This is an optimization exercise on Yosys and OpenROAD, whose aim is small area, a short achievable clock period and few clock cycles, not a production implementation.
At most, simulation tests tie the RTL to the original design; equivalence was not proved.

==> flow/design.v <==
`timescale 1ns / 1ps
module reg_file(
	input         clk,
	input  [15:1] wen_hi,
	input  [15:1] wen_lo,
	input  [15:0] wr_data,
	input  [15:1] sel_a,
	input  [15:1] sel_b,
	output reg [15:0] rd_a,
	output reg [15:0] rd_b);
	reg [15:0] regs [1:15];
	integer i;
	always @(*) begin
		rd_a = 16'h0000;
		rd_b = 16'h0000;
		for (i = 1; i < 16; i = i + 1) begin
			rd_a = rd_a | (regs[i] & {16{sel_a[i]}});
			rd_b = rd_b | (regs[i] & {16{sel_b[i]}});
		end
	end
	always @(posedge clk)
		for (i = 1; i < 16; i = i + 1) begin
			if (wen_hi[i]) regs[i][15:8] <= wr_data[15:8];
			if (wen_lo[i]) regs[i][7:0]  <= wr_data[7:0];
		end
endmodule
`timescale 1ns / 1ps
module Core(
	input             clk,
	input             rst,                        
	input      [15:0] mem_to_core_data,           
	output     [15:0] core_to_mem_data,           
	output     [23:0] core_to_mem_address,        
	output            core_to_mem_write_enable);  
	localparam ADD  = 4'b0000;
	localparam ADDI = 4'b0001;
	localparam SUB  = 4'b0010;
	localparam LW   = 4'b0011;
	localparam SW   = 4'b0100;
	localparam LUI  = 4'b0101;
	localparam CMP  = 4'b0110;
	localparam BR   = 4'b0111;
	localparam JMP  = 4'b1000;
	localparam SLL  = 4'b1001;
	localparam SLR  = 4'b1010;
	localparam AND  = 4'b1011;
	localparam NAND = 4'b1100;
	localparam OR   = 4'b1101;
	localparam NOT  = 4'b1110;
	localparam LLI  = 4'b1111;
	wire [15:0] md = mem_to_core_data;
	reg [23:0] addr;         
	reg [23:0] save;         
	reg        dslot;        
	reg        dslot_ld;     
	reg        we;           
	reg        a_data;       
	reg        a_ld;         
	reg        nf_lo;        
	reg        nf_kill;      
	reg [3:0]  ld_dest;
	reg        ld_we;
	reg [15:0] ir;           
	reg [15:1] oh_a, oh_b;   
	reg        r_valid;      
	reg        zero, negative;
	reg [15:0] opa, opb;
	reg [15:0] sdata;        
	reg        e_cmp;        
	reg        e_kadd, e_klog;            
	reg        e_cin;                     
	reg [6:0]  e_s0, e_s1;                
	reg [3:0]  e_tt;         
	reg        e_we_hi, e_we_lo;
	reg [3:0]  e_dest;
	wire [15:0] sum;
	wire        cout;
	add16 _add(.a(opa), .b(opb), .cin(e_cin), .s(sum), .cout(cout));
	wire eq = &(opa ^ opb);
	wire lt = cout & ~eq;    
	reg  [15:0] logic_r;
	integer k;
	always @(*)
		for (k = 0; k < 16; k = k + 1)
			logic_r[k] = e_tt[{opa[k], opb[k]}];
	reg [15:0] sh1, shf;
	integer m;
	always @(*) begin
		sh1 = opa & {16{e_s0[3]}};
		for (m = 1; m < 4; m = m + 1) begin
			sh1 = sh1 | ((opa << m) & {16{e_s0[3 - m]}}) | ((opa >> m) & {16{e_s0[3 + m]}});
		end
		shf = sh1 & {16{e_s1[3]}};
		for (m = 1; m < 4; m = m + 1) begin
			shf = shf | ((sh1 << (4 * m)) & {16{e_s1[3 - m]}}) | ((sh1 >> (4 * m)) & {16{e_s1[3 + m]}});
		end
	end
	wire [15:0] other  = ({16{e_klog}} & logic_r) |
	                     shf;
	wire [15:0] result = ({16{e_kadd}} & sum) | other;
	wire        e_hi  = e_we_hi;
	wire        e_lo  = e_we_lo;
	wire        w_hi  = a_ld ? ld_we : e_hi;
	wire        w_lo  = a_ld ? ld_we : e_lo;
	wire [3:0]  w_idx = a_ld ? ld_dest : e_dest;
	wire [15:0] w_data = ({16{a_ld}} & md) | result;    
	reg  [15:1] wen_hi, wen_lo;
	integer p;
	always @(*)
		for (p = 1; p < 16; p = p + 1) begin
			wen_hi[p] = ((e_dest == p) & e_hi) | ((ld_dest == p) & a_ld & ld_we);
			wen_lo[p] = ((e_dest == p) & e_lo) | ((ld_dest == p) & a_ld & ld_we);
		end
	wire [3:0] op = ir[15:12];
	wire [3:0] ra = ir[11:8];
	wire [3:0] rb = ir[7:4];
	wire [7:0] imm = ir[7:0];
	wire [15:0] rf_a, rf_b;
	reg_file _reg_file(
		.clk(clk), .wen_hi(wen_hi), .wen_lo(wen_lo), .wr_data(w_data),
		.sel_a(oh_a), .sel_b(oh_b), .rd_a(rf_a), .rd_b(rf_b));
	reg        d_alu, d_cmp, d_sub, d_imm, d_hi, d_lo, d_desta;
	reg [1:0]  d_sel;
	reg [3:0]  d_tt;
	reg [15:0] d_immv;
	always @(*) begin
		d_alu = 1; d_cmp = 0; d_sub = 0; d_imm = 0; d_hi = 1; d_lo = 1; d_desta = 0;
		d_sel = 2'd0; d_tt = 4'b0000; d_immv = {8'h00, imm};
		case (op)
			ADD:  ;
			ADDI: begin d_imm = 1; d_desta = 1; end
			SUB:  d_sub = 1;
			CMP:  begin d_cmp = 1; d_sub = 1; d_hi = 0; d_lo = 0; end
			SLL:  begin d_imm = 1; d_sel = 2'd2; end
			SLR:  begin d_imm = 1; d_sel = 2'd3; end
			AND:  begin d_sel = 2'd1; d_tt = 4'b1000; end
			NAND: begin d_sel = 2'd1; d_tt = 4'b0111; end
			OR:   begin d_sel = 2'd1; d_tt = 4'b1110; end
			NOT:  begin d_sel = 2'd1; d_tt = 4'b0011; end
			LUI:  begin d_imm = 1; d_sel = 2'd1; d_tt = 4'b1010; d_desta = 1; d_lo = 0; d_immv = {imm, imm}; end
			LLI:  begin d_imm = 1; d_sel = 2'd1; d_tt = 4'b1010; d_desta = 1; d_hi = 0; d_immv = {imm, imm}; end
			default: begin d_alu = 0; d_hi = 0; d_lo = 0; end
		endcase
	end
	wire [3:0] d_dest = d_desta ? ra : rb;
	wire       d_dnz  = (d_dest != 4'd0);
	wire [3:0]  pa = d_sub ? rb : ra;
	wire [3:0]  pb = d_sub ? ra : rb;
	wire ea = (e_dest == pa), eb = (e_dest == pb) & ~d_imm;
	wire la = a_ld & ld_we & (ld_dest == pa), lb = a_ld & ld_we & (ld_dest == pb);
	wire [15:0] ld_a = la ? md : rf_a;
	wire [15:0] ld_br = lb ? md : rf_b;
	wire [15:0] ld_b = d_imm ? d_immv : d_sub ? ~ld_br : ld_br;
	wire [15:0] rx = d_sub ? ~result : result;
	wire [15:0] opa_n = {(ea & e_hi) ? result[15:8] : ld_a[15:8],
	                     (ea & e_lo) ? result[7:0]  : ld_a[7:0]};
	wire [15:0] opb_n = {(eb & e_hi) ? rx[15:8] : ld_b[15:8],
	                     (eb & e_lo) ? rx[7:0]  : ld_b[7:0]};
	wire a_fs    = ~a_data;
	wire kill    = nf_kill | b_hit;
	wire is_ins  = a_fs & ~kill & ~nf_lo;
	wire is_lo   = a_fs & ~kill & nf_lo;
	wire [3:0] mop = md[15:12];
	wire m_sub = (mop == SUB) | (mop == CMP);
	wire needs_lo = (mop == LW) | (mop == SW) | (mop == JMP) |
	                ((mop == BR) & (md[11:8] < 4'd6));
	reg  cond;
	always @(*)
		case (ra[2:0])
			3'd0: cond = zero;
			3'd1: cond = ~zero;
			3'd2: cond = negative;
			3'd3: cond = zero | negative;
			3'd4: cond = ~negative & ~zero;
			default: cond = ~negative | zero;
		endcase
	reg  bpend;              
	wire b_adj    = e_cmp;
	wire lo_ldst  = is_lo & ((op == LW) | (op == SW));
	wire lo_jump  = is_lo & ((op == JMP) | ((op == BR) & (b_adj | cond)));
	wire b_pred   = is_lo & (op == BR) & b_adj;
	wire b_miss   = bpend & ~cond;       
	wire b_hit    = bpend & cond;        
	integer q;
	always @(posedge clk) begin
		save <= addr + 24'd1;
		if (rst) begin
			addr    <= 24'h3c8c;
			dslot   <= 0;
			we      <= 0;
			a_data  <= 0;
			nf_lo   <= 0;
			nf_kill <= 1;
			r_valid <= 0;
			a_ld    <= 0;
			bpend   <= 0;
		end else begin
			if (lo_ldst | lo_jump)
				addr <= {imm, md};
			else if (dslot | b_miss)
				addr <= save;
			else
				addr <= addr + 24'd1;
			dslot    <= lo_ldst;
			dslot_ld <= is_lo & (op == LW);
			we       <= is_lo & (op == SW);
			a_data   <= dslot;
			a_ld     <= dslot & dslot_ld;
			if (a_fs) begin
				if (~kill)
					nf_lo <= is_ins & needs_lo;
				nf_kill <= (lo_jump & ~b_pred) | b_miss;
			end
			bpend <= b_pred;
			r_valid <= is_ins;
		end
		if (is_lo) begin
			ld_dest <= ra;
			ld_we   <= (ra != 4'd0);
		end
		if (is_ins)
			ir <= md;
		for (q = 1; q < 16; q = q + 1) begin
			oh_a[q] <= m_sub ? (md[7:4] == q) : (md[11:8] == q);
			oh_b[q] <= m_sub ? (md[11:8] == q) : (md[7:4] == q);
		end
		if (e_cmp) begin
			zero     <= eq;
			negative <= lt;
		end
		opa <= opa_n;
		if (r_valid & (op == SW))
			sdata <= opa_n;         
		opb <= opb_n;
		e_tt    <= d_tt;
		e_s1[3] <= (imm[3:2] == 2'd0);
		for (q = 1; q < 4; q = q + 1) begin
			e_s1[3 - q] <= (d_sel == 2'd2) & (imm[3:2] == q);
			e_s1[3 + q] <= (d_sel == 2'd3) & (imm[3:2] == q);
		end
		if (rst) begin
			e_cmp   <= 0;
			e_kadd  <= 0;
			e_cin   <= 0;
			e_klog  <= 0;
			e_s0    <= 0;
			e_we_hi <= 0;
			e_we_lo <= 0;
		end else begin
			e_cmp   <= r_valid & d_cmp;
			e_kadd  <= r_valid & d_alu & (d_sel == 2'd0) & ~d_cmp;
			e_cin   <= d_sub;
			e_klog  <= r_valid & d_alu & (d_sel == 2'd1);
			e_s0[3] <= r_valid & d_sel[1] & (imm[1:0] == 2'd0);
			for (q = 1; q < 4; q = q + 1) begin
				e_s0[3 - q] <= r_valid & (d_sel == 2'd2) & (imm[1:0] == q);
				e_s0[3 + q] <= r_valid & (d_sel == 2'd3) & (imm[1:0] == q);
			end
			e_we_hi <= r_valid & d_hi & d_dnz;
			e_we_lo <= r_valid & d_lo & d_dnz;
		end
		e_dest  <= d_dest;
	end
	assign core_to_mem_address      = addr;
	assign core_to_mem_data         = sdata;
	assign core_to_mem_write_enable = we;
endmodule
module add16(
	input  [15:0] a,
	input  [15:0] b,
	input         cin,
	output [15:0] s,
	output        cout);
	wire [15:0] p = a ^ b;
	wire [15:0] g0 = a & b;
	wire [15:0] g = {g0[15:1], g0[0] | (p[0] & cin)};
	wire [15:0] G1, P1, G2, P2, G3, P3, G4, P4;
	genvar i;
	generate
		for (i = 0; i < 16; i = i + 1) begin : pf
			if (i & 1) begin
				assign G1[i] = g[i] | (p[i] & g[i - 1]);
				assign P1[i] = p[i] & p[i - 1];
			end else begin
				assign G1[i] = g[i];
				assign P1[i] = p[i];
			end
			if (i & 2) begin
				assign G2[i] = G1[i] | (P1[i] & G1[(i & ~3) + 1]);
				assign P2[i] = P1[i] & P1[(i & ~3) + 1];
			end else begin
				assign G2[i] = G1[i];
				assign P2[i] = P1[i];
			end
			if (i & 4) begin
				assign G3[i] = G2[i] | (P2[i] & G2[(i & ~7) + 3]);
				assign P3[i] = P2[i] & P2[(i & ~7) + 3];
			end else begin
				assign G3[i] = G2[i];
				assign P3[i] = P2[i];
			end
			if (i & 8) begin
				assign G4[i] = G3[i] | (P3[i] & G3[(i & ~15) + 7]);
				assign P4[i] = P3[i] & P3[(i & ~15) + 7];
			end else begin
				assign G4[i] = G3[i];
				assign P4[i] = P3[i];
			end
		end
	endgenerate
	assign s = p ^ {G4[14:0], cin};
	assign cout = G4[15];
endmodule
export LEC_CHECK = 0
export CAP_MARGIN = 20
export CORE_MARGIN = 2
export CORE_UTILIZATION = 75
export CTS_CLUSTER_DIAMETER = 150
export CTS_CLUSTER_SIZE = 20
export SETUP_SLACK_MARGIN = 4.4
export SLEW_MARGIN = 20
create_clock -name core_clock -period 7.0 [get_ports {clk}]
standard.sh (not shown) runs the stock make flow with config.mk's settings and CLKGATE_MAP_FILE= SYNTH_SCRIPT=/design/flow/synth_recipe.tcl, a recipe that flattens the netlist after the stock synthesis.
==> flow/flow/run.sh <==
#!/bin/bash
# The standard layout (standard.sh: same synthesis script, registers and
# steps), with two changes to how cells are picked:
#  - ADDER_MAP_FILE is empty, so synthesis leaves adders to abc as plain logic
#    instead of fixed full/half adder cells;
#  - the input and output port buffers are buf_4 cells instead of the delay
#    buffers (clkdlybuf4s50_1) that buffer_ports picks by default.
# ORFS writes each step's full log under orfs/logs; make's output goes to
# standard.log.
set -euo pipefail
export ADDER_MAP_FILE=
export BUFFER_PORTS_ARGS="-buffer_cell sky130_fd_sc_hd__buf_4"
bash standard.sh > standard.log 2>&1
The first run aborted during 5_1_grt on GRT-0183.
Edit:
--- a/flow/design.v
+++ b/flow/design.v
@@ -1,9 +1,10 @@
 `timescale 1ns / 1ps
 module reg_file(
 	input         clk,
-	input  [15:1] wen_hi,
-	input  [15:1] wen_lo,
+	input         we_hi,
+	input         we_lo,
+	input  [3:0]  wr_idx,
 	input  [15:0] wr_data,
 	input  [15:1] sel_a,
 	input  [15:1] sel_b,
 	output reg [15:0] rd_a,
@@ -18,12 +19,13 @@
 			rd_b = rd_b | (regs[i] & {16{sel_b[i]}});
 		end
 	end
 	always @(posedge clk)
-		for (i = 1; i < 16; i = i + 1) begin
-			if (wen_hi[i]) regs[i][15:8] <= wr_data[15:8];
-			if (wen_lo[i]) regs[i][7:0]  <= wr_data[7:0];
-		end
+		for (i = 1; i < 16; i = i + 1)
+			if (wr_idx == i) begin
+				if (we_hi) regs[i][15:8] <= wr_data[15:8];
+				if (we_lo) regs[i][7:0]  <= wr_data[7:0];
+			end
 endmodule
 `timescale 1ns / 1ps
 module Core(
 	input             clk,
@@ -103,22 +105,15 @@
 	wire        w_hi  = a_ld ? ld_we : e_hi;
 	wire        w_lo  = a_ld ? ld_we : e_lo;
 	wire [3:0]  w_idx = a_ld ? ld_dest : e_dest;
 	wire [15:0] w_data = ({16{a_ld}} & md) | result;    
-	reg  [15:1] wen_hi, wen_lo;
-	integer p;
-	always @(*)
-		for (p = 1; p < 16; p = p + 1) begin
-			wen_hi[p] = ((e_dest == p) & e_hi) | ((ld_dest == p) & a_ld & ld_we);
-			wen_lo[p] = ((e_dest == p) & e_lo) | ((ld_dest == p) & a_ld & ld_we);
-		end
 	wire [3:0] op = ir[15:12];
 	wire [3:0] ra = ir[11:8];
 	wire [3:0] rb = ir[7:4];
 	wire [7:0] imm = ir[7:0];
 	wire [15:0] rf_a, rf_b;
 	reg_file _reg_file(
-		.clk(clk), .wen_hi(wen_hi), .wen_lo(wen_lo), .wr_data(w_data),
+		.clk(clk), .we_hi(w_hi), .we_lo(w_lo), .wr_idx(w_idx), .wr_data(w_data),
 		.sel_a(oh_a), .sel_b(oh_b), .rd_a(rf_a), .rd_b(rf_b));
 	reg        d_alu, d_cmp, d_sub, d_imm, d_hi, d_lo, d_desta;
 	reg [1:0]  d_sel;
 	reg [3:0]  d_tt;
After rerunning: With this change the flow finished with timing, DRC and antenna clean. Synthesized area is higher by about 0.7%. Synthesized cell count is higher by 1.5%.
Testbench counts after the change, summed over its fixed seeds: cycles 53,178.
Only the layout flow was run in the first run of this note; the RTL was not checked for function there.

* * *

RTL: the design.v shown in full above, as it stands there.
clock: 7.0 ns
lec_check: 0
cap_margin: 20
core_margin: 2
core_utilization: 60
cts_cluster_diameter: 150
cts_cluster_size: 20
setup_slack_margin: 4.4
slew_margin: 20
Scripts as last shown in full above: flow/flow/run.sh
Change:
--- a/flow/design.v
+++ b/flow/design.v
@@ -1,9 +1,10 @@
 `timescale 1ns / 1ps
 module reg_file(
 	input         clk,
-	input  [15:1] wen_hi,
-	input  [15:1] wen_lo,
+	input         we_hi,
+	input         we_lo,
+	input  [3:0]  wr_idx,
 	input  [15:0] wr_data,
 	input  [15:1] sel_a,
 	input  [15:1] sel_b,
 	output reg [15:0] rd_a,
@@ -18,12 +19,13 @@
 			rd_b = rd_b | (regs[i] & {16{sel_b[i]}});
 		end
 	end
 	always @(posedge clk)
-		for (i = 1; i < 16; i = i + 1) begin
-			if (wen_hi[i]) regs[i][15:8] <= wr_data[15:8];
-			if (wen_lo[i]) regs[i][7:0]  <= wr_data[7:0];
-		end
+		for (i = 1; i < 16; i = i + 1)
+			if (wr_idx == i) begin
+				if (we_hi) regs[i][15:8] <= wr_data[15:8];
+				if (we_lo) regs[i][7:0]  <= wr_data[7:0];
+			end
 endmodule
 `timescale 1ns / 1ps
 module Core(
 	input             clk,
@@ -103,22 +105,15 @@
 	wire        w_hi  = a_ld ? ld_we : e_hi;
 	wire        w_lo  = a_ld ? ld_we : e_lo;
 	wire [3:0]  w_idx = a_ld ? ld_dest : e_dest;
 	wire [15:0] w_data = ({16{a_ld}} & md) | result;    
-	reg  [15:1] wen_hi, wen_lo;
-	integer p;
-	always @(*)
-		for (p = 1; p < 16; p = p + 1) begin
-			wen_hi[p] = ((e_dest == p) & e_hi) | ((ld_dest == p) & a_ld & ld_we);
-			wen_lo[p] = ((e_dest == p) & e_lo) | ((ld_dest == p) & a_ld & ld_we);
-		end
 	wire [3:0] op = ir[15:12];
 	wire [3:0] ra = ir[11:8];
 	wire [3:0] rb = ir[7:4];
 	wire [7:0] imm = ir[7:0];
 	wire [15:0] rf_a, rf_b;
 	reg_file _reg_file(
-		.clk(clk), .wen_hi(wen_hi), .wen_lo(wen_lo), .wr_data(w_data),
+		.clk(clk), .we_hi(w_hi), .we_lo(w_lo), .wr_idx(w_idx), .wr_data(w_data),
 		.sel_a(oh_a), .sel_b(oh_b), .rd_a(rf_a), .rd_b(rf_b));
 	reg        d_alu, d_cmp, d_sub, d_imm, d_hi, d_lo, d_desta;
 	reg [1:0]  d_sel;
 	reg [3:0]  d_tt;
@@ -156,32 +151,29 @@
 	                     (ea & e_lo) ? result[7:0]  : ld_a[7:0]};
 	wire [15:0] opb_n = {(eb & e_hi) ? rx[15:8] : ld_b[15:8],
 	                     (eb & e_lo) ? rx[7:0]  : ld_b[7:0]};
 	wire a_fs    = ~a_data;
-	wire kill    = nf_kill | b_hit;
+	wire kill    = nf_kill;
 	wire is_ins  = a_fs & ~kill & ~nf_lo;
 	wire is_lo   = a_fs & ~kill & nf_lo;
 	wire [3:0] mop = md[15:12];
 	wire m_sub = (mop == SUB) | (mop == CMP);
 	wire needs_lo = (mop == LW) | (mop == SW) | (mop == JMP) |
 	                ((mop == BR) & (md[11:8] < 4'd6));
+	wire z_eff = e_cmp ? eq : zero;
+	wire n_eff = e_cmp ? lt : negative;
 	reg  cond;
 	always @(*)
 		case (ra[2:0])
-			3'd0: cond = zero;
-			3'd1: cond = ~zero;
-			3'd2: cond = negative;
-			3'd3: cond = zero | negative;
-			3'd4: cond = ~negative & ~zero;
-			default: cond = ~negative | zero;
+			3'd0: cond = z_eff;
+			3'd1: cond = ~z_eff;
+			3'd2: cond = n_eff;
+			3'd3: cond = z_eff | n_eff;
+			3'd4: cond = ~n_eff & ~z_eff;
+			default: cond = ~n_eff | z_eff;
 		endcase
-	reg  bpend;              
-	wire b_adj    = e_cmp;
 	wire lo_ldst  = is_lo & ((op == LW) | (op == SW));
-	wire lo_jump  = is_lo & ((op == JMP) | ((op == BR) & (b_adj | cond)));
-	wire b_pred   = is_lo & (op == BR) & b_adj;
-	wire b_miss   = bpend & ~cond;       
-	wire b_hit    = bpend & cond;        
+	wire lo_jump  = is_lo & ((op == JMP) | ((op == BR) & cond));
 	integer q;
 	always @(posedge clk) begin
 		save <= addr + 24'd1;
 		if (rst) begin
@@ -192,13 +184,12 @@
 			nf_lo   <= 0;
 			nf_kill <= 1;
 			r_valid <= 0;
 			a_ld    <= 0;
-			bpend   <= 0;
 		end else begin
 			if (lo_ldst | lo_jump)
 				addr <= {imm, md};
-			else if (dslot | b_miss)
+			else if (dslot)
 				addr <= save;
 			else
 				addr <= addr + 24'd1;
 			dslot    <= lo_ldst;
@@ -208,11 +199,10 @@
 			a_ld     <= dslot & dslot_ld;
 			if (a_fs) begin
 				if (~kill)
 					nf_lo <= is_ins & needs_lo;
-				nf_kill <= (lo_jump & ~b_pred) | b_miss;
+				nf_kill <= lo_jump;
 			end
-			bpend <= b_pred;
 			r_valid <= is_ins;
 		end
 		if (is_lo) begin
 			ld_dest <= ra;
Outcome: Setup slack degrades by 0.059 ns; clock-buffer cell count is unchanged; final area increases by 0.93%; non-clock buffer count falls by 26; fmax came out lower by 2.1%.
Function was not checked in any run of this note: the RTL went through the layout flow alone.

## static timing again, ports no longer ideal
How much do the figures lean on ideal ports? The routed layouts below were timed once more, with nothing changed but the port constraints. Step 1: set_driving_cell puts a clkbuf_16 on clk and a buf_2 on each other input, an assumption about the parent block. Step 2, shift: input delay + t, output delay - t, t = (earliest + latest rising clock arrival at the registers) / 2. This alone moves slack from input paths to output paths. Slacks: ideal ports / drivers / drivers and shift; pairs: ideal ports / drivers.
run | shift t [ns] | setup slack, ns | worst setup path after step 2 | worst slew at a driven data input, ns
the second run of note 1 | 0.631 | 4.194 / 4.194 / 4.079 | input to register | 0.04
the first run of note 2 | 0.620 | 4.249 / 4.249 / 4.249 | register to register | 0.03
the second run of note 2 | 0.632 | 4.190 / 4.190 / 4.093 | input to register | 0.03
After both steps setup and hold are still met in every run listed. The setup slack of the second run of note 1, which loses most, moves by 0.000 ns with the drivers and by -0.115 ns with both steps.
